This is an optimization exercise on Yosys and OpenROAD, whose aim is small area, not a production implementation.
RTL that was checked went through simulation tests only; none was proved equivalent to the original.
For runs 2 to 4, only the layout was checked, not whether the RTL still works.
The flow treats the clock pin as an ideal source, which a real chip does not have.
No activity file was given, so power comes from the tool's default toggle rates.

<file path="flow/config.mk">
export PLATFORM = sky130hd
export DESIGN_NAME = PongGame
export DESIGN_NICKNAME = PongGame
export VERILOG_FILES = /design/flow/design.v
export SDC_FILE = /design/flow/constraint.sdc
export NUM_CORES = 4
export LEC_CHECK = 0
export CAP_MARGIN = 20
export CORE_MARGIN = 2
export CORE_UTILIZATION = 65
export CTS_BUF_LIST = sky130_fd_sc_hd__clkbuf_4
export SLEW_MARGIN = 20
</file>
<file path="flow/constraint.sdc">
create_clock -name core_clock -period 10.0 [get_ports {CLOCK_50}]
set_input_delay 2.0000 -clock core_clock [delete_from_list [all_inputs] [get_ports {CLOCK_50}]]
set_output_delay 2.0000 -clock core_clock [all_outputs]
set_load 0.01 [all_outputs]
</file>
<file path="flow/design.v">
module slowClock #(parameter N = 20)
(
	input  logic Clock,
	input  logic Reset,
	output logic Enable
);
	logic [N-1:0] Count;
	logic [N-1:0] CountInc;
	RippleInc #(N) add (.q(Count), .en(1'b1), .d(CountInc));
	always_ff @(posedge Clock, posedge Reset)
	begin
		if (Reset)
			Count <= 0;
		else
			Count <= CountInc;
	end
	assign Enable = Count == 1;
endmodule
module RippleInc #(parameter W = 8)
(
	input  logic [W-1:0] q,
	input  logic         en,
	output logic [W-1:0] d
);
	logic [W:0] t;
	assign t[0] = en;
	genvar i;
	for (i = 0; i < W; i++) begin : g
		assign d[i]   = q[i] ^ t[i];
		assign t[i+1] = q[i] & t[i];
	end
endmodule
module RippleUpDown #(parameter W = 8)
(
	input  logic [W-1:0] q,
	input  logic         en,
	input  logic         dn,
	output logic [W-1:0] d
);
	logic [W:0] t;
	assign t[0] = en;
	genvar i;
	for (i = 0; i < W; i++) begin : g
		assign d[i]   = q[i] ^ t[i];
		assign t[i+1] = (q[i] ^ dn) & t[i];
	end
endmodule
module RippleSub #(parameter W = 8)
(
	input  logic [W-1:0] a,
	input  logic [W-1:0] b,
	input  logic         cin,
	output logic [W-1:0] s,
	output logic         cout
);
	logic [W:0] c;
	assign c[0] = cin;
	genvar i;
	for (i = 0; i < W; i++) begin : g
		assign s[i]   = a[i] ^ ~b[i] ^ c[i];
		assign c[i+1] = (a[i] & ~b[i]) | (c[i] & (a[i] ^ ~b[i]));
	end
	assign cout = c[W];
endmodule
module Divider
(
	input  logic [9:0]  yPosition,
	input  logic [10:0] xPosition,
	output logic        DrawDivider
);
	assign DrawDivider = xPosition >= 11'd301 && xPosition <= 11'd309 && yPosition >= 10'd301;
endmodule
module Paddle
#(
	paddleTop = 225
)
(
	input  logic       Clock,
	input  logic       Enable,
	input  logic       Reset,
	input  logic       upPaddle,
	input  logic       downPaddle,
	output logic [8:0] topPaddle
);
	logic movedUp, movedDown;
	logic atTop, atBottom;
	assign atTop = (topPaddle == 9'd0 && !movedUp && !movedDown) || (topPaddle == 9'd1 && movedUp);
	assign atBottom = (topPaddle >= 9'd449 && movedDown) || (topPaddle >= 9'd450 && !movedUp);
	logic [8:0] topNext;
	RippleUpDown #(9) step (.q(topPaddle), .en(Enable & (movedUp | movedDown)), .dn(movedUp), .d(topNext));
	always_ff @(posedge Clock)
	begin
		if (Reset)
		begin
			topPaddle <= paddleTop;
			movedUp   <= 0;
			movedDown <= 0;
		end
		else
		begin
			topPaddle <= topNext;
			if (Enable)
			begin
				movedUp   <= !atTop && upPaddle;
				movedDown <= !(!atTop && upPaddle) && !atBottom && downPaddle;
			end
		end
	end
endmodule
module ball
#(
	oLeft = 390,
	oTop = 290
)
(
	input  logic        Clock,
	input  logic        Enable,
	input  logic        Reset,
	input  logic [8:0]  topPlaneL,
	input  logic [8:0]  topPlaneR,
	output logic [9:0]  ballX,
	output logic [10:0] ballY
);
	logic xdir, ydir;
	logic atLeft, atRight;
	assign atLeft  = ballX[9:1] == 9'd0;                                   
	assign atRight = ballX[9] & ballX[8] & ballX[3] & ballX[2];            
	logic zoneR, zoneL, faceR, faceL;
	assign zoneR = ballX >= 10'd700 && ballX <= 10'd750;
	assign zoneL = ballX >= 10'd30 && ballX <= 10'd80;
	assign faceR = ballX == 10'd700;
	assign faceL = ballX == 10'd80;
	logic [8:0]  pTop;
	logic [11:0] d;
	logic        dc;
	assign pTop = ballX[9] ? topPlaneR : topPlaneL;
	RippleSub #(12) sub (.a({1'b0, ballY}), .b({3'b0, pTop}), .cin(1'b1), .s(d), .cout(dc));
	logic wrapB;                          
	assign wrapB = ballY >= 11'd2028;
	logic dNeg, dPos, dLt150, dLe150, dGeM19, dLe130, dGe130;
	assign dNeg   = d[11];
	assign dPos   = !d[11] && d != 12'd0;
	assign dLt150 = d[11] || d[10:0] < 11'd150;
	assign dLe150 = d[11] || d[10:0] <= 11'd150;
	assign dGeM19 = !d[11] || d[10:0] >= 11'd2029;
	assign dLe130 = d[11] || d[10:0] <= 11'd130;
	assign dGe130 = !d[11] && d[10:0] >= 11'd130;
	logic hitTopSide, hitBottomSide, hitLeftBottom, hitFace;
	assign hitTopSide    = dLt150 && dGeM19;                   
	assign hitBottomSide = dPos && dLt150;                     
	assign hitLeftBottom = dGe130 && dLe150;                   
	assign hitFace       = !dNeg && (dLe130 || wrapB);         
	logic atCeil, atFloor;
	assign atCeil  = ballY[10:1] == 10'd0;                     
	assign atFloor = ballY >= 11'd580 && ballY < 11'd2028;     
	logic ydirNext, xdirNext;
	always_comb
	begin
		ydirNext = ydir;
		xdirNext = xdir;
		if (atCeil)  ydirNext = 1;
		if (atFloor) ydirNext = 0;
		if (atLeft)  begin xdirNext = 1; ydirNext = 1; end
		if (atRight) begin xdirNext = 0; ydirNext = 0; end
		if ((zoneR || zoneL) && hitTopSide) ydirNext = 0;
		if (zoneR && hitBottomSide) ydirNext = 1;
		if (zoneL && hitLeftBottom) ydirNext = 1;
		if (faceR && hitFace) xdirNext = 0;
		if (faceL && hitFace) xdirNext = 1;
	end
	logic        recentre;
	logic [9:0]  xStep;
	logic [10:0] yStep;
	assign recentre = atLeft | atRight;
	RippleUpDown #(10) xs (.q(ballX), .en(Enable), .dn(!xdir), .d(xStep));
	RippleUpDown #(11) ys (.q(ballY), .en(Enable), .dn(!ydir), .d(yStep));
	always_ff @(posedge Clock)
	begin
		if (Reset || (Enable && recentre))
		begin
			ballX <= oLeft;
			ballY <= oTop;
		end
		else
		begin
			ballX <= xStep;
			ballY <= yStep;
		end
		if (Reset)
		begin
			xdir <= 1;
			ydir <= 1;
		end
		else if (Enable)
		begin
			xdir <= xdirNext;
			ydir <= ydirNext;
		end
	end
endmodule
module VgaController
(
	input  logic        Clock,
	input  logic        Reset,
	output logic        vSync_n,
	output logic        hSync_n,
	output logic        sync_n,
	output logic        blank_n,
	output logic [10:0] hCount,
	output logic [9:0]  vCount
);
	logic hWrap, vWrap;
	assign hWrap = hCount[10] & hCount[4];
	assign vWrap = vCount[9] & vCount[7] & vCount[4] & vCount[3] & vCount[1];
	logic [10:0] hInc;
	logic [9:0]  vInc;
	RippleInc #(11) hAdd (.q(hCount), .en(1'b1),  .d(hInc));
	RippleInc #(10) vAdd (.q(vCount), .en(hWrap), .d(vInc));
	always_ff @(posedge Clock)
	begin
		hCount <= (Reset | hWrap | vWrap) ? 11'd0 : hInc;
		vCount <= (Reset | vWrap) ? 10'd0 : vInc;
	end
	logic hVis, vVis, hSync, vSyncBand;
	assign hVis = ~(hCount[10] | (hCount[9] & hCount[8] & (hCount[7] | hCount[6] | hCount[5])));   
	assign vVis = ~(vCount[9] & (vCount[8] | vCount[7] | (vCount[6] & (vCount[5] | (vCount[4] & vCount[3])))));   
	assign hSync = (hCount >= 11'd856) && (hCount < 11'd976);
	assign vSyncBand = (vCount >= 10'd637) && (vCount < 10'd643);
	assign blank_n = hVis & vVis;
	assign hSync_n = ~hSync;
	assign vSync_n = ~((vCount >= 10'd637) && (hCount < 11'd643));
	assign sync_n  = ~(hSync | vSyncBand);
endmodule
module PongGame
(
	input CLOCK_50,
	input [3:0] KEY,
	input [9:0] SW,
	output logic VGA_BLANK_N,
	output logic VGA_SYNC_N,
	output logic VGA_HS,
	output logic VGA_VS,
	output logic [ 7:0] VGA_R,
	output logic [ 7:0] VGA_G,
	output logic [ 7:0] VGA_B
);
	logic [10:0] hCount;
	logic [9:0]  vCount;
	logic        pix_stb;
	logic [8:0]  topL, topR;
	logic [9:0]  ballX;
	logic [10:0] ballY;
	VgaController vgaDisplay
	(
		.Clock(CLOCK_50),
		.Reset(SW[9]),
		.blank_n(VGA_BLANK_N),
		.sync_n(VGA_SYNC_N),
		.hSync_n(VGA_HS),
		.vSync_n(VGA_VS),
		.hCount(hCount),
		.vCount(vCount)
	);
	slowClock #(10) tick(CLOCK_50, SW[9], pix_stb);
	ball #(.oLeft(390), .oTop(290)) BallObj
	(
		.Clock(CLOCK_50),
		.Enable(pix_stb),
		.Reset(SW[9]),
		.topPlaneL(topL),
		.topPlaneR(topR),
		.ballX(ballX),
		.ballY(ballY)
	);
	Paddle #(.paddleTop(225)) paddle_LObj
	(
		.Clock(CLOCK_50),
		.Enable(pix_stb),
		.Reset(SW[9]),
		.downPaddle(~KEY[3]),
		.upPaddle(~KEY[2]),
		.topPaddle(topL)
	);
	Paddle #(.paddleTop(225)) paddle_RObj
	(
		.Clock(CLOCK_50),
		.Enable(pix_stb),
		.Reset(SW[9]),
		.downPaddle(~KEY[1]),
		.upPaddle(~KEY[0]),
		.topPaddle(topR)
	);
	logic [10:0] bx, by;
	logic        bxc, byc;
	RippleSub #(11) subBX (.a({1'b0, hCount[9:0]}), .b({1'b0, ballX}), .cin(1'b0), .s(bx), .cout(bxc));
	RippleSub #(11) subBY (.a({1'b0, vCount}), .b({1'b0, ballY[9:0]}), .cin(1'b0), .s(by), .cout(byc));
	logic drawBall;
	assign drawBall = !ballY[10] && bx <= 11'd18 && by <= 11'd18;
	logic [8:0]  pTop;
	logic [10:0] py;
	logic        pyc;
	assign pTop = hCount[9] ? topR : topL;
	RippleSub #(11) subPY (.a({1'b0, vCount}), .b({2'b0, pTop}), .cin(1'b0), .s(py), .cout(pyc));
	logic inPaddleRows, drawPaddle_R, drawPaddle_L;
	assign inPaddleRows = py <= 11'd148;
	assign drawPaddle_R = inPaddleRows && hCount >= 11'd721 && hCount <= 11'd769;
	assign drawPaddle_L = inPaddleRows && hCount >= 11'd31 && hCount <= 11'd79;
	logic DrawDivider;
	Divider DividerObj (.yPosition(vCount), .xPosition(hCount), .DrawDivider(DrawDivider));
	logic white, red, blue;
	assign white = VGA_BLANK_N && (drawBall || DrawDivider);
	assign red   = VGA_BLANK_N && !drawBall && drawPaddle_R;
	assign blue  = VGA_BLANK_N && !drawBall && drawPaddle_L;
	assign VGA_R = {8{white}} | {8{red}} & 8'hEF | {8{blue}} & 8'h07;
	assign VGA_G = {8{white}} | {8{red}} & 8'h2F | {8{blue}} & 8'h37;
	assign VGA_B = {8{white}} | {8{red}} & 8'h2F | {8{blue}} & 8'hF7;
endmodule
</file>
<file path="flow/flow/run.sh">
#!/bin/bash
# Standard layout, with the port buffers made from the smallest buffer,
# cells downsized after floorplan (placement repair restores any that need it),
# a clock tree of clkbuf_4 with no dummy loads, and clock-tree leaves whose
# estimated output slew is high upsized to clkbuf_8.
cp standard.sh standard.sh.log
export BUFFER_PORTS_ARGS="-buffer_cell sky130_fd_sc_hd__buf_1"
export CTS_ARGS="-sink_clustering_enable -repair_clock_nets -buf_list sky130_fd_sc_hd__clkbuf_4 -dont_use_dummy_load"
export POST_CTS_TCL="$(pwd)/flow/cts_post.tcl"
export POST_FLOORPLAN_TCL="$(pwd)/flow/downsize.tcl"
bash standard.sh > standard.log 2>&1
</file>
<file path="flow/flow/cts_post.tcl">
estimate_parasitics -placement
set n 0
foreach inst [[ord::get_db_block] getInsts] {
  if {[[$inst getMaster] getName] ne "sky130_fd_sc_hd__clkbuf_4"} { continue }
  set leaf 0
  foreach it [[[$inst findITerm X] getNet] getITerms] {
    if {[[$it getMTerm] getName] eq "CLK"} { set leaf 1 }
  }
  if {!$leaf} { continue }
  set pin [get_pins [$inst getName]/X]
  set s [expr {max([get_property $pin slew_max_rise], [get_property $pin slew_max_fall])}]
  if {$s > 0.105} {
    puts "cts_post: upsizing [$inst getName] (slew $s)"
    replace_cell [$inst getName] sky130_fd_sc_hd__clkbuf_8
    incr n
  }
}
puts "cts_post: upsized $n clock buffers"
if {$n > 0} {
  detailed_placement
  check_placement -verbose
  estimate_parasitics -placement
}
</file>
<file path="flow/flow/downsize.tcl">
# Replace each cell by the smallest-area cell of the same function family
# (same name up to the drive-strength suffix). The later placement repair
# steps restore drive strength where timing, slew or capacitance need it.
set smallest [dict create]
foreach lc [get_lib_cells sky130_fd_sc_hd__*] {
  set name [get_name $lc]
  if {![regexp {^(sky130_fd_sc_hd__.*)_(\d+)$} $name -> base size]} { continue }
  if {[get_property $lc dont_use]} { continue }
  set area [get_property $lc area]
  if {![dict exists $smallest $base] || $area < [lindex [dict get $smallest $base] 0]} {
    dict set smallest $base [list $area $name]
  }
}
set n 0
set saved 0.0
foreach inst [[ord::get_db_block] getInsts] {
  set name [[$inst getMaster] getName]
  if {![regexp {^(sky130_fd_sc_hd__.*)_(\d+)$} $name -> base size]} { continue }
  if {![dict exists $smallest $base]} { continue }
  lassign [dict get $smallest $base] area best
  set cur [get_property [get_lib_cells $name] area]
  if {$area < $cur} {
    replace_cell [$inst getName] $best
    incr n
    set saved [expr {$saved + $cur - $area}]
  }
}
puts "downsize: replaced $n cells, [format %.1f $saved] um2 less"
</file>
<file path="flow/standard.sh">
#!/bin/bash
# synth_recipe.tcl (not shown) runs the flow's synth.tcl, then flattens the netlist and writes it again
# the make line also repeats each setting of config.mk as NAME=value (left out here)
make -C /OpenROAD-flow-scripts/flow DESIGN_CONFIG=/design/flow/config.mk WORK_HOME=/design/flow/orfs CLKGATE_MAP_FILE= SYNTH_SCRIPT=/design/flow/synth_recipe.tcl "${@:-finish}"
</file>
==> results of run 1 <==
[critical path: stages (launching register included)]
cell and delay (ps):
dfxtp_1 760, mux2i_1 330, ha_1 210, fa_1 170
inv_1 60, fa_1 420, fa_1 400, inv_1 80
fa_1 170, inv_1 60, fa_1 410, fa_1 420
fa_1 390, inv_1 80, fa_1 170, inv_1 60
ha_1 200, nor3_1 120, o21ai_0 90, a21oi_1 190
o2111ai_1 160, o21ai_0 790, buf_1 220
[cells in the final DEF, fill, tap and decap left out, types with 6 or more instances in the layout]
cell      synthesis  routed
dfxtp_1          66      66
nor2_1           53      53
inv_1            51      51
nand2_1          43      43
ha_1             35      35
a21oi_1          34      34
fa_1             34      34
buf_1             1      33
o21ai_0          30      30
xnor2_1          28      28
nand3_1          23      23
xor2_1           17      17
mux2i_1          16      16
or3_1            14      15
and3_1           14      14
and2_1           12      12
nor3_1           11      12
nor4_1           12      12
dfrtp_1          10      10
nand4_1           7       7
mux2_2            7       7
nor2b_1           6       6
nand2b_1          6       6
nor3b_1           5       6
or4_1             5       6
[state kept, by name (all words and copies together), names as in the netlist]
name and cells:
BallObj.ballX 10, paddle_RObj.movedUp 1, paddle_LObj.movedUp 1, BallObj.xdir 1
vgaDisplay.vCount 10, paddle_RObj.movedDown 1, BallObj.ballY 11, paddle_LObj.movedDown 1
paddle_LObj.topPaddle 9, vgaDisplay.hCount 11, tick.Count 10, BallObj.ydir 1
paddle_RObj.topPaddle 9
[power groups by stage]
stage,clock network (uW),registers (uW),logic (uW)
floorplan,0,312,10.0
global placement,0,313,13.7
detailed placement,0,313,14.1
global route,176,306,16.2
finish,161,306,14.1
[kinds of logic (layout without fill, tap and decap cells)]
kind of cell             count (synthesis)  in the layout  synth area share [%]
AND/OR/NAND/NOR                        231            231                  21.7
buffers and inverters                  104             95                  8.62
AO/OA/AOI/OAI                          103            103                  11.3
flip-flops                              76             76                  27.6
adder cells (fa/ha/maj)                 69             69                  19.7
XOR/XNOR                                45             45                  6.93
multiplexers                            23             23                  4.20
[stage by stage]
| step | utilization, % | std cells | cell area, sq um |
|---|---|---|---|
| 3_3_place_gp | 65.4 | 741 | 5620 |
| 3_5_place_dp | 65.4 | 741 | 5620 |
| 2_1_floorplan | - | 651 | 5690 |
| 6_report | 66.7 | 750 | 5730 |
| 5_1_grt | 66.7 | 750 | 5730 |
[layer usage]
layer	GRT usage [%]	vias to the layer above	wire, microns
li1	-	2212	-
met1	37.1	2159	5670
met2	39.9	85	5390
met3	4.17	18	335
met4	8.65	0	248
met5	0	-	0
[cell type report]
| cell class | count | area [sq um] | share of cell area [%] |
|---|---|---|---|
| clock buffers | 9 | 98.8 | 1.72 |
| inverters | 52 | 195 | 3.41 |
| multi-input cells | 471 | 3600 | 62.8 |
| flip-flops and latches | 76 | 1570 | 27.4 |
| well taps | 108 | 135 | 2.36 |
| repair buffers | 34 | 131 | 2.29 |
[worst max path at each step]
stage	from	end	cells past startpoint
floorplan	vgaDisplay.hCount[9]$_SDFF_PP0_	VGA_B[1]	23
global placement	vgaDisplay.hCount[9]$_SDFF_PP0_	VGA_B[1]	22
detailed placement	vgaDisplay.hCount[9]$_SDFF_PP0_	VGA_B[1]	22
global route	vgaDisplay.hCount[9]$_SDFF_PP0_	VGA_B[1]	22
finish	vgaDisplay.hCount[9]$_SDFF_PP0_	VGA_R[2]	22
==> out/summary.txt, run 1 <==
Setup CP Type = register to output pin
row count = 34
die height = 97.5 microns
dominant cell type by area after synthesis = dfxtp_1
CP required = 8000 ps
DR iter-0 viols = 219
Min-Delay Path Class = register to register
Synth Flop Type = dfxtp_1
clk slew on worst S/H paths = 90 ps
synth unique cells = 62
initial antenna violation count = 0
worst clock skew = 23.4 ps
core box area = 8590 sq um
clk sinks = 76
routed via count = 4474
IO Port Bufs = 33
max-slew headroom at the worst pin = 35.9%
outcome = timing/DRC/antenna clean
largest net degree at the start of global routing = 20
DR WL/cell = 15.5 microns
Gate power share = 2.9%
Worst EP arrival = 6390 ps
final max-slew violation count = 0
Max Cap Viol = 0
startpoint types = register
# diodes = 0
ys async rst share = 13.2%
Seq cells post-synth = 76
final number of hold-violating endpoints = 0
total power draw = 481 uW
Setup crit end kind = output pin
final setup vio count = 0
global-route wire length before repair = 20000 microns
Mapped Area = 5690 sq um
Post-DRT Antenna Nets = 0
Synth Warn # = 4
Via density = 5.97
Pint = 371 uW
Post-synth EDFFs = 0
Syn Area/Cell = 8.74 sq um
reg-to-reg setup timing slack = 4040 ps
Post-Route WL = 11600 microns
Worst Hold Path EP = tick.Count[0]$_DFF_PP0_
Hold Path Origin = tick.Count[0]$_DFF_PP0_
post-route minimum period = 8390 ps
share of post-route cells with drive strength above 1 = 3.12%
syn_nets = 735
die area = 9510 sq um
DRC errors left = 0
sequential share of power = 63.6%
Final Wtd Congestion = 0.945
DPL Wire Length = 8720 microns
router iterations before antenna repair = 5
number of cells on the worst hold path = 1
nets@finish = 728
f_max = 119 MHz
top-area cell type share of the netlist area = 23.2%
vias in the first global route = 4251
synth-to-layout area growth = 0.770%
post-route setup slack = 1610 ps
Sw Ratio = 22.8%
chip width = 97.5 microns
GRT Util Overall = 25.8%
FILL cells = 759
Crit Path Max Fanout = 16
grt ovf = 0
top-count cell post-synth = dfxtp_1
measured slew at the worst slew-check pin = 952 ps
worst-skew pair later-pin latency = 410 ps
maximum VDD drop = 0.105 mV
CTS tree = done
cell leakage power = 0.00221 uW
part of the cycle the worst path needs = 83.9%
Initial Util = 66.2%
top cells by count, synth = dfxtp_1 (66), nor2_1 (53), inv_1 (51), nand2_1 (43), ha_1 (35)
# IOs = 43
Power Dens Cells = 84.0 nW/um^2
R2R cell count = 19
Mapped Cells = 651
switching power = 110 uW
Area contributors post-synth = dfxtp_1 (23%), fa_1 (12%), ha_1 (7.7%), dfrtp_1 (4.4%), xnor2_1 (4.3%)
post-place setup slack = 2040 ps
hold_ws = 473 ps
clock power share = 33.4%
Seq/Total Area, Yosys = 27.6%
RR Endpoint = BallObj.ydir$_SDFFE_PP1P_
RSZ-0062 raised after global routing = no
setup tns final = 0 ps
reg2reg start = BallObj.ballX[9]$_SDFF_PP0_
==> run 2, diff against run 1 <==
--- a/flow/design.v
+++ b/flow/design.v
@@ -1,18 +1,18 @@
-module slowClock #(parameter N = 20)
+module slowClock #(parameter N = 10)
 (
 	input  logic Clock,
 	input  logic Reset,
 	output logic Enable
 );
 	logic [N-1:0] Count;
-	logic [N-1:0] CountInc;
-	RippleInc #(N) add (.q(Count), .en(1'b1), .d(CountInc));
+	logic feedback;
+	assign feedback = Count[N-1] ^ Count[N-4] ^ (Count[N-2:0] == '0);
 	always_ff @(posedge Clock, posedge Reset)
 	begin
 		if (Reset)
 			Count <= 0;
 		else
-			Count <= CountInc;
+			Count <= {Count[N-2:0], feedback};
 	end
 	assign Enable = Count == 1;
 endmodule
==> out/summary.txt, run 2 <==
Mapped Area = 5590 sq um (-1.7%)
clk sinks = 76 (unchanged)
Max Cap Viol = 0 (unchanged)
IO Port Bufs = 33 (unchanged)
share of post-route cells with drive strength above 1 = 3.94% (+0.83 points)
core box area = 8260 sq um (-3.9%)
Post-synth EDFFs = 0 (unchanged)
top-area cell type share of the netlist area = 23.6% (+0.41 points)
largest net degree at the start of global routing = 22 (+10%)
GRT met3 Usage = 5.13% (+0.96 points)
fin cells = 739 (-1.5%)
final number of hold-violating endpoints = 0 (unchanged)
Worst EP arrival = 6030 ps (-360 ps)
DR WL/cell = 16.2 microns (+4.2%)
GRT Util Overall = 26.6% (+0.85 points)
setup tns final = 0 ps (unchanged)
CP required = 8000 ps (about the same)
maximum VDD drop = 0.0614 mV (-42%)
CTS tree = done
Post-Route WL = 12000 microns (+2.7%)
CP max stage cell = dfxtp_1
Area contributors post-synth = dfxtp_1 (24%), fa_1 (12%), ha_1 (5.8%), xnor2_1 (4.5%), dfrtp_1 (4.5%)
most used routing layer in global routing = met2
top cells by count, synth = dfxtp_1 (66), inv_1 (52), nor2_1 (52), nand2_1 (42), fa_1 (34)
Setup CP Type = register to output pin
dpl cell area = 5570 sq um (-0.96%)
startpoint types = register
synth unique cells = 65 (+4.8%)
Crit Path Max Fanout = 16 (unchanged)
hold_ws = 376 ps (-96.7 ps)
measured slew at the worst slew-check pin = 879 ps (-72.7 ps)
# diodes = 0 (unchanged)
met1 usage = 34.2% (-2.8 points)
row count = 33 (-2.9%)
clock power share = 34.4% (+1.0 points)
f_max = 124 MHz (+4.5%)
Via density = 5.98 (+0.26%)
routed via count = 4420 (-1.2%)
Seq/Total Area, Yosys = 28.1% (+0.49 points)
switching power = 112 uW (+2.5%)
DRC errors left = 0 (unchanged)
initial antenna violation count = 0 (unchanged)
worst-skew pair later-pin latency = 440 ps (+30 ps)
worst-path cell chain = mux2i_1 -> ha_1 -> fa_1 -> inv_1 -> fa_1 -> fa_1 -> inv_1 -> fa_1 -> inv_1 -> fa_1 -> fa_1 -> fa_1 -> inv_1 -> fa_1 -> inv_1 -> ha_1 -> nor3_1 -> o21ai_0 -> a21oi_1 -> o2111ai_1 -> o21ai_0 -> buf_1
max-slew headroom at the worst pin = 39.9% (+4.0 points)
Synth Warn # = 4 (unchanged)
router iterations before antenna repair = 6 (+1)
DPL Wire Length = 8930 microns (+2.5%)
met2 GRT Util = 45.2% (+5.3 points)
Power Dens Cells = 86.0 nW/um^2 (+2.5%)
vias in the first global route = 4295 (+1.0%)
die area = 9350 sq um (-1.7%)
Gate power share = 3.0% (about the same)
die height = 96.7 microns (-0.84%)
outcome = timing/DRC/antenna clean
clk slew on worst S/H paths = 80 ps (about the same)
WP buf/inv = 6 (unchanged)
Sw Ratio = 23.0% (+0.21 points)
CP dominant cell by count = fa_1
# IOs = 43 (unchanged)
commonest non-fill, non-tap cell in the layout = dfxtp_1
top-count cell post-synth = dfxtp_1
Mapped Cells = 642 (-1.4%)
nets@finish = 711 (-2.3%)
final max-slew violation count = 0 (unchanged)
most frequent cells in the layout = dfxtp_1 (66), inv_1 (52), nor2_1 (52), nand2_1 (42), fa_1 (34)
sequential share of power = 62.6% (-1.0 points)
DR iter-0 viols = 235 (+7.3%)
syn_nets = 717 (-2.4%)
Initial Util = 67.7% (+1.5 points)
part of the cycle the worst path needs = 80.3% (-3.6 points)
dominant cell type by area after synthesis = dfxtp_1
post-route setup slack = 1970 ps (+361 ps)
Top Registers = BallObj.ballY x11, vgaDisplay.hCount x11
synth-to-layout area growth = 1.63%
Final Cell Area = 5680 sq um (-0.90%)
worst clock skew = 24.5 ps (+1.11 ps)
Syn Area/Cell = 8.70 sq um (-0.36%)
final setup vio count = 0 (unchanged)
CP delay by family, top = adder cells
global-route wire length before repair = 20500 microns (+2.6%)
Pint = 376 uW (+1.3%)
Seq cells post-synth = 76 (unchanged)
post-route minimum period = 8030 ps (-361 ps)
Post-DRT Antenna Nets = 0 (unchanged)
ys async rst share = 13.2% (unchanged)
chip width = 96.7 microns (-0.84%)
Setup crit end kind = output pin
placed cells = 730 (-1.5%)
Synth Flop Type = dfxtp_1
grt ovf = 0 (unchanged)
cell leakage power = 0.00210 uW (-5.3%)
Crit path largest cell delay = 780 ps (about the same)
Min-Delay Path Class = register to register
FILL cells = 692 (-8.8%)
RSZ-0062 raised after global routing = no
post-place setup slack = 2420 ps (+375 ps)
Final Wtd Congestion = 0.877 (-7.2%)
==> run 2: changes by cell type in the layout (fill, tap and decap cells not counted), moves of 4 or more <==
cell     change
nor3_1       +5
o21ai_1      +5
and3b_1      +4
nor3b_1      -4
o21ai_0     -10
and4_1       -4
ha_1         -9
nand3_1     -10
==> run 2: worst paths after layout <==
check | startpoint | end | slack (ps) | cells after the start
max in group asynchronous | SW[9] | tick.Count[1]$_DFF_PP0_ | 7590 | 3
min | tick.Count[7]$_DFF_PP0_ | tick.Count[8]$_DFF_PP0_ | 380 | 0
min reg2reg | tick.Count[7]$_DFF_PP0_ | tick.Count[8]$_DFF_PP0_ | 380 | 0
max | vgaDisplay.hCount[9]$_SDFF_PP0_ | VGA_G[3] | 1970 | 22
min in group asynchronous | SW[9] | tick.Count[6]$_DFF_PP0_ | 1920 | 3
max reg2reg | BallObj.ballX[9]$_SDFF_PP0_ | BallObj.ydir$_SDFFE_PP1P_ | 4490 | 20
==> run 2: logic make-up (layout without fill, tap and decap cells) <==
logic type / Yosys count / after routing / synth area share [%]
buffers and inverters: 104 / 96 / 8.58
adders and majority gates: 60 / 60 / 18.0
xor gates and xnor gates: 48 / 48 / 7.52
muxes: 23 / 23 / 4.34
DFF: 76 / 76 / 28.1
AOI/OAI and AO/OA: 107 / 107 / 12.1
and+or+nand+nor: 224 / 224 / 21.3
==> run 2: worst reg2reg max path, delay by kind of cell, from the launching register on <==
family	cells	cell delay, ps
DFF	1	770
and+or+nand+nor	4	500
adders and majority gates	11	3280
buffers and inverters	2	130
AOI/OAI and AO/OA	2	510
muxes	1	290
==> run 2: routing by layer <==
layer,vias to the layer above,part of all wire [%]
li1,2178,-
met5,-,0
met2,118,49
met4,0,1.8
met1,2105,44
met3,19,4.6
==> run 2: area by class of cell <==
type                            count  area, sq um  area share (%)
Multi-Input combinational cell    462         3540            62.3
Sequential cell                    76         1570            27.7
Inverter                           52          195            3.44
Timing Repair Buffer               35          139            2.45
Tap cell                          105          131            2.31
Clock buffer                        9          105            1.85
==> run 2: power groups by stage <==
stage          clock [uW]  sequential (uW)  combinational [uW]
2_1_floorplan           0              312                10.4
3_3_place_gp            0              313                14.5
3_5_place_dp            0              313                14.7
5_1_grt               185              306                17.4
6_report              168              306                14.9
==> run 2: per-stage QoR <==
stage	utilization (%)	total power, uW
final	68.8	489
after global routing	68.8	508
after detailed placement	67.5	328
after global placement	67.5	327
after floorplan	-	323
==> run 3, diff against run 2 <==
--- a/flow/design.v
+++ b/flow/design.v
@@ -1,18 +1,18 @@
-module slowClock #(parameter N = 10)
+module slowClock #(parameter N = 20)
 (
 	input  logic Clock,
 	input  logic Reset,
 	output logic Enable
 );
 	logic [N-1:0] Count;
-	logic feedback;
-	assign feedback = Count[N-1] ^ Count[N-4] ^ (Count[N-2:0] == '0);
+	logic [N-1:0] CountInc;
+	RippleInc #(N) add (.q(Count), .en(1'b1), .d(CountInc));
 	always_ff @(posedge Clock, posedge Reset)
 	begin
 		if (Reset)
 			Count <= 0;
 		else
-			Count <= {Count[N-2:0], feedback};
+			Count <= CountInc;
 	end
 	assign Enable = Count == 1;
 endmodule
@@ -62,6 +62,23 @@
 	end
 	assign cout = c[W];
 endmodule
+module RippleAdd #(parameter W = 8)
+(
+	input  logic [W-1:0] a,
+	input  logic [W-1:0] b,
+	input  logic         cin,
+	output logic [W-1:0] s,
+	output logic         cout
+);
+	logic [W:0] c;
+	assign c[0] = cin;
+	genvar i;
+	for (i = 0; i < W; i++) begin : g
+		assign s[i]   = a[i] ^ b[i] ^ c[i];
+		assign c[i+1] = (a[i] & b[i]) | (c[i] & (a[i] ^ b[i]));
+	end
+	assign cout = c[W];
+endmodule
 module Divider
 (
 	input  logic [9:0]  yPosition,
@@ -118,10 +135,14 @@
 	input  logic        Reset,
 	input  logic [8:0]  topPlaneL,
 	input  logic [8:0]  topPlaneR,
-	output logic [9:0]  ballX,
-	output logic [10:0] ballY
+	output logic [9:0]  ballXn,
+	output logic [10:0] ballYn
 );
 	logic xdir, ydir;
+	logic [9:0]  ballX;
+	logic [10:0] ballY;
+	assign ballX = ~ballXn;
+	assign ballY = ~ballYn;
 	logic atLeft, atRight;
 	assign atLeft  = ballX[9:1] == 9'd0;                                   
 	assign atRight = ballX[9] & ballX[8] & ballX[3] & ballX[2];            
@@ -131,20 +152,20 @@
 	assign faceR = ballX == 10'd700;
 	assign faceL = ballX == 10'd80;
 	logic [8:0]  pTop;
-	logic [11:0] d;
-	logic        dc;
+	logic [11:0] e;
+	logic        ec;
 	assign pTop = ballX[9] ? topPlaneR : topPlaneL;
-	RippleSub #(12) sub (.a({1'b0, ballY}), .b({3'b0, pTop}), .cin(1'b1), .s(d), .cout(dc));
+	RippleAdd #(12) add (.a({1'b0, ballYn}), .b({3'b0, pTop}), .cin(1'b1), .s(e), .cout(ec));
 	logic wrapB;                          
 	assign wrapB = ballY >= 11'd2028;
-	logic dNeg, dPos, dLt150, dLe150, dGeM19, dLe130, dGe130;
-	assign dNeg   = d[11];
-	assign dPos   = !d[11] && d != 12'd0;
-	assign dLt150 = d[11] || d[10:0] < 11'd150;
-	assign dLe150 = d[11] || d[10:0] <= 11'd150;
-	assign dGeM19 = !d[11] || d[10:0] >= 11'd2029;
-	assign dLe130 = d[11] || d[10:0] <= 11'd130;
-	assign dGe130 = !d[11] && d[10:0] >= 11'd130;
+	logic dNeg, dPos, dLt150, dLe150, dGeM19, dLe130, dGe130;    
+	assign dNeg   = e > 12'd2048;
+	assign dPos   = e < 12'd2048;
+	assign dLt150 = e > 12'd1898;
+	assign dLe150 = e >= 12'd1898;
+	assign dGeM19 = e <= 12'd2067;
+	assign dLe130 = e >= 12'd1918;
+	assign dGe130 = e <= 12'd1918;
 	logic hitTopSide, hitBottomSide, hitLeftBottom, hitFace;
 	assign hitTopSide    = dLt150 && dGeM19;                   
 	assign hitBottomSide = dPos && dLt150;                     
@@ -172,19 +193,19 @@
 	logic [9:0]  xStep;
 	logic [10:0] yStep;
 	assign recentre = atLeft | atRight;
-	RippleUpDown #(10) xs (.q(ballX), .en(Enable), .dn(!xdir), .d(xStep));
-	RippleUpDown #(11) ys (.q(ballY), .en(Enable), .dn(!ydir), .d(yStep));
+	RippleUpDown #(10) xs (.q(ballXn), .en(Enable), .dn(xdir), .d(xStep));
+	RippleUpDown #(11) ys (.q(ballYn), .en(Enable), .dn(ydir), .d(yStep));
 	always_ff @(posedge Clock)
 	begin
 		if (Reset || (Enable && recentre))
 		begin
-			ballX <= oLeft;
-			ballY <= oTop;
+			ballXn <= ~(10'(oLeft));
+			ballYn <= ~(11'(oTop));
 		end
 		else
 		begin
-			ballX <= xStep;
-			ballY <= yStep;
+			ballXn <= xStep;
+			ballYn <= yStep;
 		end
 		if (Reset)
 		begin
@@ -248,8 +269,8 @@
 	logic [9:0]  vCount;
 	logic        pix_stb;
 	logic [8:0]  topL, topR;
-	logic [9:0]  ballX;
-	logic [10:0] ballY;
+	logic [9:0]  ballXn;
+	logic [10:0] ballYn;
 	VgaController vgaDisplay
 	(
 		.Clock(CLOCK_50),
@@ -269,8 +290,8 @@
 		.Reset(SW[9]),
 		.topPlaneL(topL),
 		.topPlaneR(topR),
-		.ballX(ballX),
-		.ballY(ballY)
+		.ballXn(ballXn),
+		.ballYn(ballYn)
 	);
 	Paddle #(.paddleTop(225)) paddle_LObj
 	(
@@ -292,10 +313,10 @@
 	);
 	logic [10:0] bx, by;
 	logic        bxc, byc;
-	RippleSub #(11) subBX (.a({1'b0, hCount[9:0]}), .b({1'b0, ballX}), .cin(1'b0), .s(bx), .cout(bxc));
-	RippleSub #(11) subBY (.a({1'b0, vCount}), .b({1'b0, ballY[9:0]}), .cin(1'b0), .s(by), .cout(byc));
+	RippleAdd #(11) subBX (.a({1'b0, hCount[9:0]}), .b({1'b1, ballXn}), .cin(1'b0), .s(bx), .cout(bxc));
+	RippleAdd #(11) subBY (.a({1'b0, vCount}), .b({1'b1, ballYn[9:0]}), .cin(1'b0), .s(by), .cout(byc));
 	logic drawBall;
-	assign drawBall = !ballY[10] && bx <= 11'd18 && by <= 11'd18;
+	assign drawBall = ballYn[10] && bx <= 11'd18 && by <= 11'd18;
 	logic [8:0]  pTop;
 	logic [10:0] py;
 	logic        pyc;
==> out/summary.txt, run 3 <==
Post-DRT Antenna Nets = 0 (unchanged)
Initial Util = 66.7% (-0.99 points)
R2R cell count = 20 (unchanged)
Mapped Area = 5760 sq um (+3.0%)
CP required = 8000 ps (about the same)
Power Dens Cells = 82.3 nW/um^2 (-4.3%)
WP buf/inv = 6 (unchanged)
startpoint types = register
footprint of the multi-input gates = 3660 sq um (+3.6%)
synth unique cells = 58 (-11%)
CP dominant cell by count = fa_1
final setup vio count = 0 (unchanged)
CTS tree = done
# IOs = 43 (unchanged)
die height = 98.1 microns (+1.4%)
f_max = 118 MHz (-5.3%)
setup tns final = 0 ps (unchanged)
RR Endpoint = BallObj.xdir$_SDFFE_PP1P_
router iterations before antenna repair = 8 (+2)
Post-synth EDFFs = 0 (unchanged)
Max Cap Viol = 0 (unchanged)
share of post-route cells with drive strength above 1 = 3.75% (-0.19 points)
commonest non-fill, non-tap cell in the layout = nand2_1
met2 GRT Util = 46.9% (+1.7 points)
nets@finish = 752 (+5.8%)
routed via count = 4572 (+3.4%)
Seq cells post-synth = 76 (unchanged)
part of the cycle the worst path needs = 84.8% (+4.5 points)
GRT met3 Usage = 4.44% (-0.69 points)
ys async rst share = 13.2% (unchanged)
DR iter-0 viols = 223 (-5.1%)
final max-slew violation count = 0 (unchanged)
Hold Path Origin = tick.Count[0]$_DFF_PP0_
number of cells on the worst hold path = 1 (+1)
synth-to-layout area growth = 1.17%
Worst Hold Path EP = tick.Count[0]$_DFF_PP0_
clk sinks = 76 (unchanged)
global-route wire length before repair = 20700 microns (+1.0%)
GRT Util Overall = 26.6% (about the same)
dominant cell type by area after synthesis = dfxtp_1
CP delay by family, top = adder cells
Mapped Cells = 674 (+5.0%)
vias in the first global route = 4359 (+1.5%)
Final Core Density = 67.5% (-1.3 points)
outcome = timing/DRC/antenna clean
Syn Area/Cell = 8.54 sq um (-1.8%)
simple-gate area share of the yosys netlist = 21.9% (+0.61 points)
most frequent cells in the layout = nand2_1 (69), dfxtp_1 (66), nor2_1 (61), inv_1 (54), ha_1 (35)
maximum VDD drop = 0.0576 mV (-6.2%)
Min-Delay Path Class = register to register
IO Port Bufs = 33 (unchanged)
Via density = 5.90 (-1.4%)
worst-path cell chain = mux2i_1 -> ha_1 -> fa_1 -> inv_1 -> fa_1 -> fa_1 -> inv_1 -> fa_1 -> inv_1 -> fa_1 -> fa_1 -> inv_1 -> fa_1 -> inv_1 -> fa_1 -> ha_1 -> nor3_1 -> o21ai_0 -> nand2_1 -> a31oi_1 -> or4b_1 -> o21ai_1 -> buf_1
Synth Warn # = 4 (unchanged)
DRC errors left = 0 (unchanged)
CP max stage cell = dfxtp_1
total power draw = 479 uW (-1.9%)
post-route minimum period = 8480 ps (+449 ps)
syn_nets = 758 (+5.7%)
RSZ-0062 raised after global routing = no
largest family of logic cells by synthesized area = simple AND/OR/NAND/NOR gates
worst-skew pair later-pin latency = 430 ps (about the same)
FF/Latch Area = 1570 sq um (unchanged)
Synth Flop Type = dfxtp_1
Crit path largest cell delay = 780 ps (about the same)
initial antenna violation count = 1 (+1)
Worst EP arrival = 6480 ps (+450 ps)
reg-to-reg setup timing slack = 4100 ps (-390 ps)
Worst Setup SP = vgaDisplay.hCount[9]$_SDFF_PP0_
grt ovf = 0 (unchanged)
core box area = 8640 sq um (+4.6%)
chip width = 98.1 microns (+1.4%)
top-area cell type share of the netlist area = 22.9% (-0.70 points)
DPL Wire Length = 9230 microns (+3.3%)
reg2reg start = BallObj.ballXn[9]$_SDFF_PP1_
DR WL/cell = 16.0 microns (-0.94%)
clk slew on worst S/H paths = 80 ps (about the same)
Final Wtd Congestion = 0.875 (-0.14%)
FILL cells = 769 (+11%)
largest net degree at the start of global routing = 28 (+27%)
top cells by count, synth = nand2_1 (69), dfxtp_1 (66), nor2_1 (61), inv_1 (54), ha_1 (35)
max-slew headroom at the worst pin = 34.9% (-5.0 points)
Setup CP Type = register to output pin
die area = 9630 sq um (+2.9%)
row count = 34 (+3.0%)
Setup crit end kind = output pin
Seq/Total Area, Yosys = 27.3% (-0.83 points)
Post-Route WL = 12400 microns (+3.9%)
top-count cell post-synth = nand2_1
XOR/XNOR Fraction of Synth Area = 7.91% (+0.39 points)
Crit Path Max Fanout = 15 (-1)
final number of hold-violating endpoints = 0 (unchanged)
Area contributors post-synth = dfxtp_1 (23%), fa_1 (12%), ha_1 (7.6%), xnor2_1 (4.7%), nand2_1 (4.5%)
Top Registers = BallObj.ballYn x11, vgaDisplay.hCount x11
multiplexer share of the synthesized area = 3.54% (-0.80 points)
met1 usage = 33.6% (-0.61 points)
measured slew at the worst slew-check pin = 973 ps (+93.9 ps)
cell leakage power = 0.00243 uW (+16%)
adder-cell share of the synthesized area = 19.4% (+1.4 points)
worst clock skew = 21.5 ps (-2.95 ps)
Compound-Gate Fraction of Synth Area = 11.1% (-0.97 points)
most used routing layer in global routing = met2
run 3: cell types whose count changed in the layout (fill, tap and decap cells not counted), moves of 4 or more:
cell     before  now
or4_1         3    7
nand2_1      42   69
o21ai_0      20   26
nor4_1       11   16
or3_1        17    5
nor2_1       52   61
mux2i_1      13    8
ha_1         26   35
o21ai_1       9   14
nor2b_1       8    0
nand3_1      13    6
run 3: per-layer routing:
layer  up-vias  wire, microns
li1       2255              -
met1      2179           5260
met2       120           6300
met3        18            681
met4         0            175
met5         -              0
run 3: area by class of cell:
type | count | share of cell area, %
well taps | 108 | 2.32
repair buffers | 36 | 2.51
diodes | 1 | 0.0430
inverters | 55 | 3.54
clock buffers | 9 | 1.70
multi-input cells | 490 | 62.9
flip-flops and latches | 76 | 27.0
run 3: cells by family after synthesis:
| family | after synthesis |
|---|---|
| xor gates and xnor gates | 52 |
| and+or+nand+nor | 245 |
| AOI/OAI and AO/OA | 105 |
| muxes | 19 |
| adders and majority gates | 69 |
| buffers and inverters | 108 |
| DFF | 76 |
run 3: per-stage QoR:
step / hold WS, ps / cells / worst slack (ps) / cell area [sq um]
5_1_grt: 491 / 775 / 1160 / 5830
2_1_floorplan: 428 / 674 / 2290 / 5760
6_report: 459 / 775 / 1520 / 5830
3_3_place_gp: 441 / 765 / 2170 / 5720
3_5_place_dp: 457 / 765 / 2060 / 5720
run 3: worst reg2reg max path: cells and delay by family (launching register included):
kind / cells / cell delay [ps]
muxes: 1 / 260
adders and majority gates: 10 / 3130
AOI/OAI and AO/OA: 2 / 560
and+or+nand+nor: 3 / 810
xor gates and xnor gates: 1 / 160
DFF: 1 / 700
buffers and inverters: 3 / 170
run 3: worst max-delay path by stage:
stage	endpoint	cells after the start	slack, ps
3_3_place_gp	VGA_B[1]	23	2170
6_report	VGA_G[5]	23	1520
3_5_place_dp	VGA_G[5]	23	2060
2_1_floorplan	VGA_B[1]	24	2290
5_1_grt	VGA_G[5]	23	1160
run 3: power by group:
| part | switching (uW) | leakage (uW) | internal, uW | total, uW |
|---|---|---|---|---|
| combinational | 9.51 | 0.00171 | 4.36 | 13.9 |
| clock | 96.7 | 0.0000544 | 62.8 | 160 |
| sequential | 1.97 | 0.000658 | 304 | 306 |
| total | 108 | 0.00243 | 371 | 479 |
==> run 4, diff against run 3 <==
--- a/flow/design.v
+++ b/flow/design.v
@@ -62,23 +62,6 @@
 	end
 	assign cout = c[W];
 endmodule
-module RippleAdd #(parameter W = 8)
-(
-	input  logic [W-1:0] a,
-	input  logic [W-1:0] b,
-	input  logic         cin,
-	output logic [W-1:0] s,
-	output logic         cout
-);
-	logic [W:0] c;
-	assign c[0] = cin;
-	genvar i;
-	for (i = 0; i < W; i++) begin : g
-		assign s[i]   = a[i] ^ b[i] ^ c[i];
-		assign c[i+1] = (a[i] & b[i]) | (c[i] & (a[i] ^ b[i]));
-	end
-	assign cout = c[W];
-endmodule
 module Divider
 (
 	input  logic [9:0]  yPosition,
@@ -135,14 +118,10 @@
 	input  logic        Reset,
 	input  logic [8:0]  topPlaneL,
 	input  logic [8:0]  topPlaneR,
-	output logic [9:0]  ballXn,
-	output logic [10:0] ballYn
+	output logic [9:0]  ballX,
+	output logic [10:0] ballY
 );
 	logic xdir, ydir;
-	logic [9:0]  ballX;
-	logic [10:0] ballY;
-	assign ballX = ~ballXn;
-	assign ballY = ~ballYn;
 	logic atLeft, atRight;
 	assign atLeft  = ballX[9:1] == 9'd0;                                   
 	assign atRight = ballX[9] & ballX[8] & ballX[3] & ballX[2];            
@@ -152,25 +131,26 @@
 	assign faceR = ballX == 10'd700;
 	assign faceL = ballX == 10'd80;
 	logic [8:0]  pTop;
-	logic [11:0] e;
-	logic        ec;
+	logic [10:0] d;
+	logic        dc;
 	assign pTop = ballX[9] ? topPlaneR : topPlaneL;
-	RippleAdd #(12) add (.a({1'b0, ballYn}), .b({3'b0, pTop}), .cin(1'b1), .s(e), .cout(ec));
-	logic wrapB;                          
-	assign wrapB = ballY >= 11'd2028;
-	logic dNeg, dPos, dLt150, dLe150, dGeM19, dLe130, dGe130;    
-	assign dNeg   = e > 12'd2048;
-	assign dPos   = e < 12'd2048;
-	assign dLt150 = e > 12'd1898;
-	assign dLe150 = e >= 12'd1898;
-	assign dGeM19 = e <= 12'd2067;
-	assign dLe130 = e >= 12'd1918;
-	assign dGe130 = e <= 12'd1918;
+	RippleSub #(11) sub (.a({1'b0, ballY[9:0]}), .b({2'b0, pTop}), .cin(1'b1), .s(d), .cout(dc));
+	logic wrapped, wrapB;
+	assign wrapped = ballY[10];
+	assign wrapB = ballY >= 11'd2028;     
+	logic dNeg, dPos, dLt150, dLe150, dGeM19, dLe130, dGe130;
+	assign dNeg   = d[10];
+	assign dPos   = !d[10] && d != 11'd0;
+	assign dLt150 = d[10] || d[9:0] < 10'd150;
+	assign dLe150 = d[10] || d[9:0] <= 10'd150;
+	assign dGeM19 = !d[10] || d[9:0] >= 10'd1005;
+	assign dLe130 = d[10] || d[9:0] <= 10'd130;
+	assign dGe130 = !d[10] && d[9:0] >= 10'd130;
 	logic hitTopSide, hitBottomSide, hitLeftBottom, hitFace;
-	assign hitTopSide    = dLt150 && dGeM19;                   
-	assign hitBottomSide = dPos && dLt150;                     
-	assign hitLeftBottom = dGe130 && dLe150;                   
-	assign hitFace       = !dNeg && (dLe130 || wrapB);         
+	assign hitTopSide    = !wrapped && dLt150 && dGeM19;                   
+	assign hitBottomSide = !wrapped && dPos && dLt150;                     
+	assign hitLeftBottom = !wrapped && dGe130 && dLe150;                   
+	assign hitFace       = wrapped ? wrapB : (!dNeg && dLe130);            
 	logic atCeil, atFloor;
 	assign atCeil  = ballY[10:1] == 10'd0;                     
 	assign atFloor = ballY >= 11'd580 && ballY < 11'd2028;     
@@ -193,19 +173,19 @@
 	logic [9:0]  xStep;
 	logic [10:0] yStep;
 	assign recentre = atLeft | atRight;
-	RippleUpDown #(10) xs (.q(ballXn), .en(Enable), .dn(xdir), .d(xStep));
-	RippleUpDown #(11) ys (.q(ballYn), .en(Enable), .dn(ydir), .d(yStep));
+	RippleUpDown #(10) xs (.q(ballX), .en(Enable), .dn(!xdir), .d(xStep));
+	RippleUpDown #(11) ys (.q(ballY), .en(Enable), .dn(!ydir), .d(yStep));
 	always_ff @(posedge Clock)
 	begin
 		if (Reset || (Enable && recentre))
 		begin
-			ballXn <= ~(10'(oLeft));
-			ballYn <= ~(11'(oTop));
+			ballX <= oLeft;
+			ballY <= oTop;
 		end
 		else
 		begin
-			ballXn <= xStep;
-			ballYn <= yStep;
+			ballX <= xStep;
+			ballY <= yStep;
 		end
 		if (Reset)
 		begin
@@ -269,8 +249,8 @@
 	logic [9:0]  vCount;
 	logic        pix_stb;
 	logic [8:0]  topL, topR;
-	logic [9:0]  ballXn;
-	logic [10:0] ballYn;
+	logic [9:0]  ballX;
+	logic [10:0] ballY;
 	VgaController vgaDisplay
 	(
 		.Clock(CLOCK_50),
@@ -290,8 +270,8 @@
 		.Reset(SW[9]),
 		.topPlaneL(topL),
 		.topPlaneR(topR),
-		.ballXn(ballXn),
-		.ballYn(ballYn)
+		.ballX(ballX),
+		.ballY(ballY)
 	);
 	Paddle #(.paddleTop(225)) paddle_LObj
 	(
@@ -311,19 +291,19 @@
 		.upPaddle(~KEY[0]),
 		.topPaddle(topR)
 	);
-	logic [10:0] bx, by;
-	logic        bxc, byc;
-	RippleAdd #(11) subBX (.a({1'b0, hCount[9:0]}), .b({1'b1, ballXn}), .cin(1'b0), .s(bx), .cout(bxc));
-	RippleAdd #(11) subBY (.a({1'b0, vCount}), .b({1'b1, ballYn[9:0]}), .cin(1'b0), .s(by), .cout(byc));
+	logic [9:0] bx, by;
+	logic       bxc, byc;
+	RippleSub #(10) subBX (.a(hCount[9:0]), .b(ballX), .cin(1'b0), .s(bx), .cout(bxc));
+	RippleSub #(10) subBY (.a(vCount), .b(ballY[9:0]), .cin(1'b0), .s(by), .cout(byc));
 	logic drawBall;
-	assign drawBall = ballYn[10] && bx <= 11'd18 && by <= 11'd18;
-	logic [8:0]  pTop;
-	logic [10:0] py;
-	logic        pyc;
+	assign drawBall = !ballY[10] && bx <= 10'd18 && by <= 10'd18;
+	logic [8:0] pTop;
+	logic [9:0] py;
+	logic       pyc;
 	assign pTop = hCount[9] ? topR : topL;
-	RippleSub #(11) subPY (.a({1'b0, vCount}), .b({2'b0, pTop}), .cin(1'b0), .s(py), .cout(pyc));
+	RippleSub #(10) subPY (.a(vCount), .b({1'b0, pTop}), .cin(1'b0), .s(py), .cout(pyc));
 	logic inPaddleRows, drawPaddle_R, drawPaddle_L;
-	assign inPaddleRows = py <= 11'd148;
+	assign inPaddleRows = py <= 10'd148;
 	assign drawPaddle_R = inPaddleRows && hCount >= 11'd721 && hCount <= 11'd769;
 	assign drawPaddle_L = inPaddleRows && hCount >= 11'd31 && hCount <= 11'd79;
 	logic DrawDivider;
==> out/summary.txt, run 4 <==
Synth Flop Type = dfxtp_1
Min-Delay Path Class = register to register
Worst Setup SP = BallObj.ballX[0]$_SDFF_PP0_
multiplexer share of the synthesized area = 3.95% (+0.41 points)
Seq cells post-synth = 76 (unchanged)
dpl cell area = 5730 sq um (+0.13%)
dominant cell type by area after synthesis = dfxtp_1
Hold Path Origin = tick.Count[0]$_DFF_PP0_
final setup vio count = 0 (unchanged)
grt ovf = 0 (unchanged)
measured slew at the worst slew-check pin = 826 ps (-148 ps)
row count = 34 (unchanged)
core box area = 8680 sq um (+0.49%)
Post-synth EDFFs = 0 (unchanged)
Area contributors post-synth = dfxtp_1 (23%), fa_1 (11%), ha_1 (7.1%), xnor2_1 (4.4%), dfrtp_1 (4.3%)
CTS tree = done
setup tns final = 0 ps (unchanged)
synth unique cells = 69 (+19%)
chip width = 98.4 microns (+0.29%)
DR iter-0 viols = 228 (+2.2%)
cell leakage power = 0.00238 uW (-2.0%)
Setup crit end kind = output pin
commonest non-fill, non-tap cell in the layout = dfxtp_1
worst-skew pair later-pin latency = 430 ps (about the same)
hold_ws = 465 ps (+5.51 ps)
largest net degree at the start of global routing = 35 (+25%)
Gate power share = 2.9% (about the same)
Final Wtd Congestion = 0.838 (-4.2%)
ys async rst share = 13.2% (unchanged)
number of cells on the worst hold path = 1 (unchanged)
# IOs = 43 (unchanged)
IO Port Bufs = 33 (unchanged)
nets@finish = 732 (-2.7%)
DRC errors left = 0 (unchanged)
outcome = timing/DRC/antenna clean
GRT Util Overall = 27.0% (+0.35 points)
top-area cell type share of the netlist area = 22.8% (-0.14 points)
synth-to-layout area growth = 0.648%
FF/Latch Area = 1570 sq um (unchanged)
RSZ-0062 raised after global routing = no
Syn Area/Cell = 8.71 sq um (+2.0%)
global-route wire length before repair = 21100 microns (+1.9%)
Post-DRT Antenna Nets = 0 (unchanged)
Top Registers = BallObj.ballY x11, vgaDisplay.hCount x11
clk slew on worst S/H paths = 90 ps (about the same)
reg-to-reg setup timing slack = 3660 ps (-440 ps)
Setup CP Type = register to output pin
R2R cell count = 18 (-10%)
Worst EP arrival = 5970 ps (-510 ps)
FILL cells = 750 (-2.5%)
Mapped Area = 5790 sq um (+0.61%)
Max Cap Viol = 0 (unchanged)
switching power = 115 uW (+6.2%)
Seq/Total Area, Yosys = 27.1% (-0.17 points)
XOR/XNOR Fraction of Synth Area = 7.71% (-0.20 points)
Pint = 372 uW (+0.18%)
clock power share = 34.2% (+0.9 points)
worst clock skew = 26.5 ps (+4.96 ps)
final number of hold-violating endpoints = 0 (unchanged)
clk sinks = 76 (unchanged)
DPL Wire Length = 9220 microns (about the same)
part of the cycle the worst path needs = 79.7% (-5.1 points)
CP required = 8000 ps (about the same)
share of post-route cells with drive strength above 1 = 3.85% (+0.092 points)
die height = 98.4 microns (+0.29%)
Via density = 6.13 (+3.9%)
DR WL/cell = 16.6 microns (+3.3%)
largest family of logic cells by synthesized area = simple AND/OR/NAND/NOR gates
post-route setup slack = 2030 ps (+511 ps)
Mapped Cells = 665 (-1.3%)
Compound-Gate Fraction of Synth Area = 11.5% (+0.34 points)
Synth Warn # = 4 (unchanged)
final max-slew violation count = 0 (unchanged)
f_max = 125 MHz (+6.4%)
top-count cell post-synth = dfxtp_1
router iterations before antenna repair = 5 (-3)
most frequent cells in the layout = dfxtp_1 (66), nand2_1 (50), inv_1 (49), nor2_1 (40)
reg2reg start = BallObj.ballX[9]$_SDFF_PP0_
top cells by count, synth = dfxtp_1 (66), nand2_1 (50), inv_1 (49), nor2_1 (40), ha_1 (33)
maximum VDD drop = 0.0624 mV (+8.4%)
Crit Path Max Fanout = 11 (-4)
Final Cell Area = 5830 sq um (about the same)
die area = 9680 sq um (+0.58%)
startpoint types = register
# diodes = 0 (-1)
syn_nets = 745 (-1.7%)
Power Dens Cells = 83.5 nW/um^2 (+1.4%)
routed via count = 4646 (+1.6%)
post-place setup slack = 2400 ps (+345 ps)
max-slew headroom at the worst pin = 44.9% (+10 points)
Initial Util = 66.8% (+0.077 points)
adder-cell share of the synthesized area = 18.2% (-1.2 points)
footprint of the multi-input gates = 3680 sq um (+0.51%)
initial antenna violation count = 0 (-1)
Sw Ratio = 23.6% (+1.0 points)
sequential share of power = 62.8% (-1.0 points)
RR Endpoint = BallObj.xdir$_SDFFE_PP1P_
vias in the first global route = 4410 (+1.2%)
simple-gate area share of the yosys netlist = 22.5% (+0.62 points)
crit path to = VGA_R[1]
Post-Route WL = 12500 microns (+1.0%)
post-route minimum period = 7970 ps (-511 ps)
[run 4: cell types whose count changed after synthesis, moves of 6 or more]
cell	before	now
nand2_1	69	50
o21ai_1	14	0
or3_1	5	16
mux2i_1	8	15
nand3b_1	8	2
nor2_1	61	40
nand3_1	6	24
o22ai_1	0	6
nand2b_1	3	10
nand4_1	7	14
nor4_1	16	10
clkbuf_1	21	29
[run 4: worst min path at each step]
stage / to / slack (ps)
6_report: tick.Count[0]$_DFF_PP0_ / 460
5_1_grt: tick.Count[0]$_DFF_PP0_ / 490
3_5_place_dp: tick.Count[0]$_DFF_PP0_ / 450
3_3_place_gp: tick.Count[0]$_DFF_PP0_ / 450
2_1_floorplan: tick.Count[0]$_DFF_PP0_ / 430
[run 4: power groups by stage]
stage          sequential [uW]  clock [uW]  combinational, uW
6_report                   306         167               14.3
2_1_floorplan              312           0               9.81
3_3_place_gp               313           0               13.9
3_5_place_dp               313           0               14.4
5_1_grt                    306         180               16.8
[run 4: area by class of cell]
cell class / instances / share of cell area [%]
multi-input cells: 478 / 63.2
flip-flops and latches: 76 / 27.0
inverters: 50 / 3.22
repair buffers: 37 / 2.64
well taps: 108 / 2.32
clock buffers: 9 / 1.70
[run 4: through the flow]
step / total power, uW / util, % / std cells
5_1_grt: 503 / 67.2 / 758
3_5_place_dp: 327 / 66.0 / 749
3_3_place_gp: 326 / 66.0 / 749
6_report: 487 / 67.2 / 758
2_1_floorplan: 322 / - / 665
[run 4: critical path: stages (launching register included)]
cell and delay, ps:
dfxtp_1 490, inv_1 80, ha_1 200, inv_1 70, fa_1 160, inv_1 60
fa_1 410, inv_1 80, fa_1 160, inv_1 50, fa_1 450, fa_1 470
fa_1 420, inv_1 80, fa_1 160, inv_1 50, fa_1 460, or3_1 300
a2111oi_0 320, a32oi_1 270, a31oi_1 590, buf_1 220
[run 4: routing by layer]
layer / wire, microns / global-route usage (%)
met1: 5890 / 39.5
met2: 5800 / 41.8
met3: 710 / 4.37
met4: 150 / 7.38
met5: 0 / 0
[run 4: logic make-up after synthesis]
family	Yosys count
and+or+nand+nor	242
buffers and inverters	111
AOI/OAI and AO/OA	98
DFF	76
adders and majority gates	65
xor gates and xnor gates	51
muxes	22
==> run 5, diff against run 4 <==
--- a/flow/design.v
+++ b/flow/design.v
@@ -1,18 +1,18 @@
-module slowClock #(parameter N = 20)
+module slowClock #(parameter N = 10)
 (
 	input  logic Clock,
 	input  logic Reset,
 	output logic Enable
 );
 	logic [N-1:0] Count;
-	logic [N-1:0] CountInc;
-	RippleInc #(N) add (.q(Count), .en(1'b1), .d(CountInc));
+	logic feedback;
+	assign feedback = Count[N-1] ^ Count[N-4] ^ (Count[N-2:0] == '0);
 	always_ff @(posedge Clock, posedge Reset)
 	begin
 		if (Reset)
 			Count <= 0;
 		else
-			Count <= CountInc;
+			Count <= {Count[N-2:0], feedback};
 	end
 	assign Enable = Count == 1;
 endmodule
--- a/flow/config.mk
+++ b/flow/config.mk
@@ -7,6 +7,6 @@
 export LEC_CHECK = 0
 export CAP_MARGIN = 20
 export CORE_MARGIN = 2
-export CORE_UTILIZATION = 65
+export CORE_UTILIZATION = 55
 export CTS_BUF_LIST = sky130_fd_sc_hd__clkbuf_4
 export SLEW_MARGIN = 20
==> out/summary.txt, run 5 <==
grt ovf = 0 (unchanged)
Mapped Cells = 636 (-4.4%)
DR WL/cell = 16.0 microns (-3.4%)
initial antenna violation count = 0 (unchanged)
# IOs = 43 (unchanged)
Crit Path Max Fanout = 11 (unchanged)
worst clock skew = 23.2 ps (-3.23 ps)
largest net degree at the start of global routing = 21 (-40%)
DR iter-0 viols = 207 (-9.2%)
dpl cell area = 5550 sq um (-3.3%)
worst-skew pair later-pin latency = 430 ps (about the same)
final max-slew violation count = 0 (unchanged)
clk slew on worst S/H paths = 90 ps (about the same)
DRC errors left = 0 (unchanged)
fin cells = 760 (+0.26%)
# diodes = 0 (unchanged)
dominant cell type by area after synthesis = dfxtp_1
Final Wtd Congestion = 0.880 (+5.0%)
top-count cell post-synth = dfxtp_1
final setup vio count = 0 (unchanged)
Seq cells post-synth = 76 (unchanged)
RSZ-0062 raised after global routing = no
outcome = timing/DRC/antenna clean
GRT Util Overall = 23.7% (-3.3 points)
nets@finish = 700 (-4.4%)
Setup crit end kind = output pin
Initial Util = 56.6% (-10 points)
placed cells = 751 (+0.27%)
Max Cap Viol = 0 (unchanged)
syn_nets = 707 (-5.1%)
f_max = 125 MHz (-0.57%)
die area = 10900 sq um (+12%)
Synth Flop Type = dfxtp_1
maximum VDD drop = 0.0926 mV (+48%)
vias in the first global route = 4157 (-5.7%)
Area contributors post-synth = dfxtp_1 (24%), fa_1 (12%), xnor2_1 (5.9%), ha_1 (5.4%), dfrtp_1 (4.5%)
most frequent cells in the layout = dfxtp_1 (66), nor2_1 (53), inv_1 (47), nand2_1 (43), xnor2_1 (37)
Seq/Total Area, Yosys = 28.4% (+1.3 points)
chip width = 104 microns (+5.9%)
router iterations before antenna repair = 7 (+2)
final number of hold-violating endpoints = 0 (unchanged)
max-slew headroom at the worst pin = 43.7% (-1.2 points)
cell leakage power = 0.00211 uW (-11%)
CP required = 8000 ps (about the same)
Min-Delay Path Class = register to register
Synth Warn # = 4 (unchanged)
ys async rst share = 13.2% (unchanged)
commonest non-fill, non-tap cell in the layout = dfxtp_1
top cells by count, synth = dfxtp_1 (66), nor2_1 (53), inv_1 (47), nand2_1 (43), xnor2_1 (37)
global-route wire length before repair = 20800 microns (-1.3%)
startpoint types = register
synth unique cells = 61 (-12%)
measured slew at the worst slew-check pin = 836 ps (+10.6 ps)
clk sinks = 76 (unchanged)
post-route minimum period = 8020 ps (+45.4 ps)
setup tns final = 0 ps (unchanged)
IO Port Bufs = 33 (unchanged)
Final Core Density = 57.8% (-9.3 points)
Post-Route WL = 12200 microns (-3.1%)
DPL Wire Length = 9050 microns (-1.9%)
Mapped Area = 5530 sq um (-4.6%)
CTS tree = done
Post-DRT Antenna Nets = 0 (unchanged)
part of the cycle the worst path needs = 80.2% (+0.45 points)
Setup CP Type = register to output pin
Worst EP arrival = 6020 ps (+50 ps)
top-area cell type share of the netlist area = 23.9% (+1.1 points)
row count = 36 (+5.9%)
Top Registers = BallObj.ballY x11, vgaDisplay.hCount x11
Via density = 5.67 (-7.5%)
share of post-route cells with drive strength above 1 = 4.94% (+1.1 points)
Power Dens Cells = 89.4 nW/um^2 (+7.0%)
Final Cell Area = 5650 sq um (-3.0%)
core box area = 9770 sq um (+13%)
die height = 104 microns (+5.9%)
Post-synth EDFFs = 0 (unchanged)
Syn Area/Cell = 8.69 sq um (-0.23%)
routed via count = 4311 (-7.2%)
synth-to-layout area growth = 2.29%
-- run 5: path summary, 6_finish.rpt --
check / startpoint / endpoint / slack, ps / cells after the start
max in group asynchronous: SW[9] / tick.Count[1]$_DFF_PP0_ / 7780 / 4
max reg2reg: BallObj.ballX[9]$_SDFF_PP0_ / BallObj.ydir$_SDFFE_PP1P_ / 4280 / 19
min: tick.Count[3]$_DFF_PP0_ / tick.Count[4]$_DFF_PP0_ / 380 / 0
max: BallObj.ballY[0]$_SDFF_PP0_ / VGA_G[5] / 1980 / 23
min reg2reg: tick.Count[3]$_DFF_PP0_ / tick.Count[4]$_DFF_PP0_ / 380 / 0
min in group asynchronous: SW[9] / tick.Count[2]$_DFF_PP0_ / 1740 / 3
-- run 5: power by group --
group          leakage (uW)  internal, uW  switching, uW
Combinational       0.00140          8.56           12.1
Sequential         0.000655           305           5.57
Clock             0.0000569          67.2            107
-- run 5: critical path, stage by stage (launching register included) --
cell      delay, ps
dfxtp_1         420
inv_1           110
ha_1            200
inv_1            80
fa_1            170
inv_1            50
fa_1            400
inv_1            80
fa_1            170
inv_1            60
fa_1            440
fa_1            460
fa_1            420
inv_1            80
fa_1            160
inv_1            60
fa_1            540
nor2_1           50
nand4_1          80
a221oi_1         50
nand3_1         110
or3b_2          480
o21ai_0         690
buf_1           220
-- run 5: layer usage --
metal	part of all wire, %	global-route usage [%]	wire length, microns
met5	0	0	0
met3	4.3	4.51	519
met2	44	35.4	5300
met1	50	35.0	6120
met4	1.9	6.85	225
-- run 5: per-stage QoR --
stage / power, uW / setup slack (ps) / hold WS (ps)
6_report: 505 / 1980 / 381
5_1_grt: 524 / 1450 / 392
3_5_place_dp: 338 / 2390 / 355
3_3_place_gp: 337 / 2450 / 348
2_1_floorplan: 331 / 2360 / 355
-- run 5: kinds of logic (layout without fill, tap and decap cells) --
group | after synthesis | count (layout) | share of synthesized area [%]
AND/OR/NAND/NOR | 220 | 220 | 21.1
adder cells (fa/ha/maj) | 56 | 56 | 17.0
AO/OA/AOI/OAI | 101 | 101 | 11.5
multiplexers | 23 | 23 | 4.37
flip-flops | 76 | 76 | 28.4
buffers and inverters | 103 | 94 | 8.53
XOR/XNOR | 57 | 57 | 9.03
-- run 5: cell type report --
type	count	area, sq um
Clock buffer	9	105
Fill cell	933	4120
Inverter	47	176
Multi-Input combinational cell	457	3470
Sequential cell	76	1570
Tap cell	133	166
Timing Repair Buffer	38	161

## afterwards: timing with drivers on the ports
The flow's constraints put no driver on any port. The routed layouts listed below were extracted and timed again, unchanged, in two steps. Step 1 sets driving cells, clkbuf_16 on the clock port and buf_2 on the other inputs (assumed; they add their load-dependent delay and slew). Step 2 moves the port delays by t, midway between the first and last clock arrival at a register: inputs arrive t later, outputs are due t later. That takes back most of the time a late clock gives input paths. Three values: no drivers, after step 1, after step 2; two values: the first two.
| run | t (ns) | setup WS [ns] | slew at the worst register clock pin (ns) |
|---|---|---|---|
| run 1 | 0.436 | 1.607 / 1.575 / 2.011 | 0.09 / 0.09 |
| run 2 | 0.455 | 1.967 / 1.936 / 2.391 | 0.09 / 0.09 |
| run 3 | 0.457 | 1.518 / 1.482 / 1.938 | 0.09 / 0.09 |
| run 4 | 0.449 | 2.028 / 1.997 / 2.446 | 0.09 / 0.09 |
| run 5 | 0.455 | 1.983 / 1.951 / 2.406 | 0.09 / 0.09 |
After both steps setup and hold are still met in every run listed.
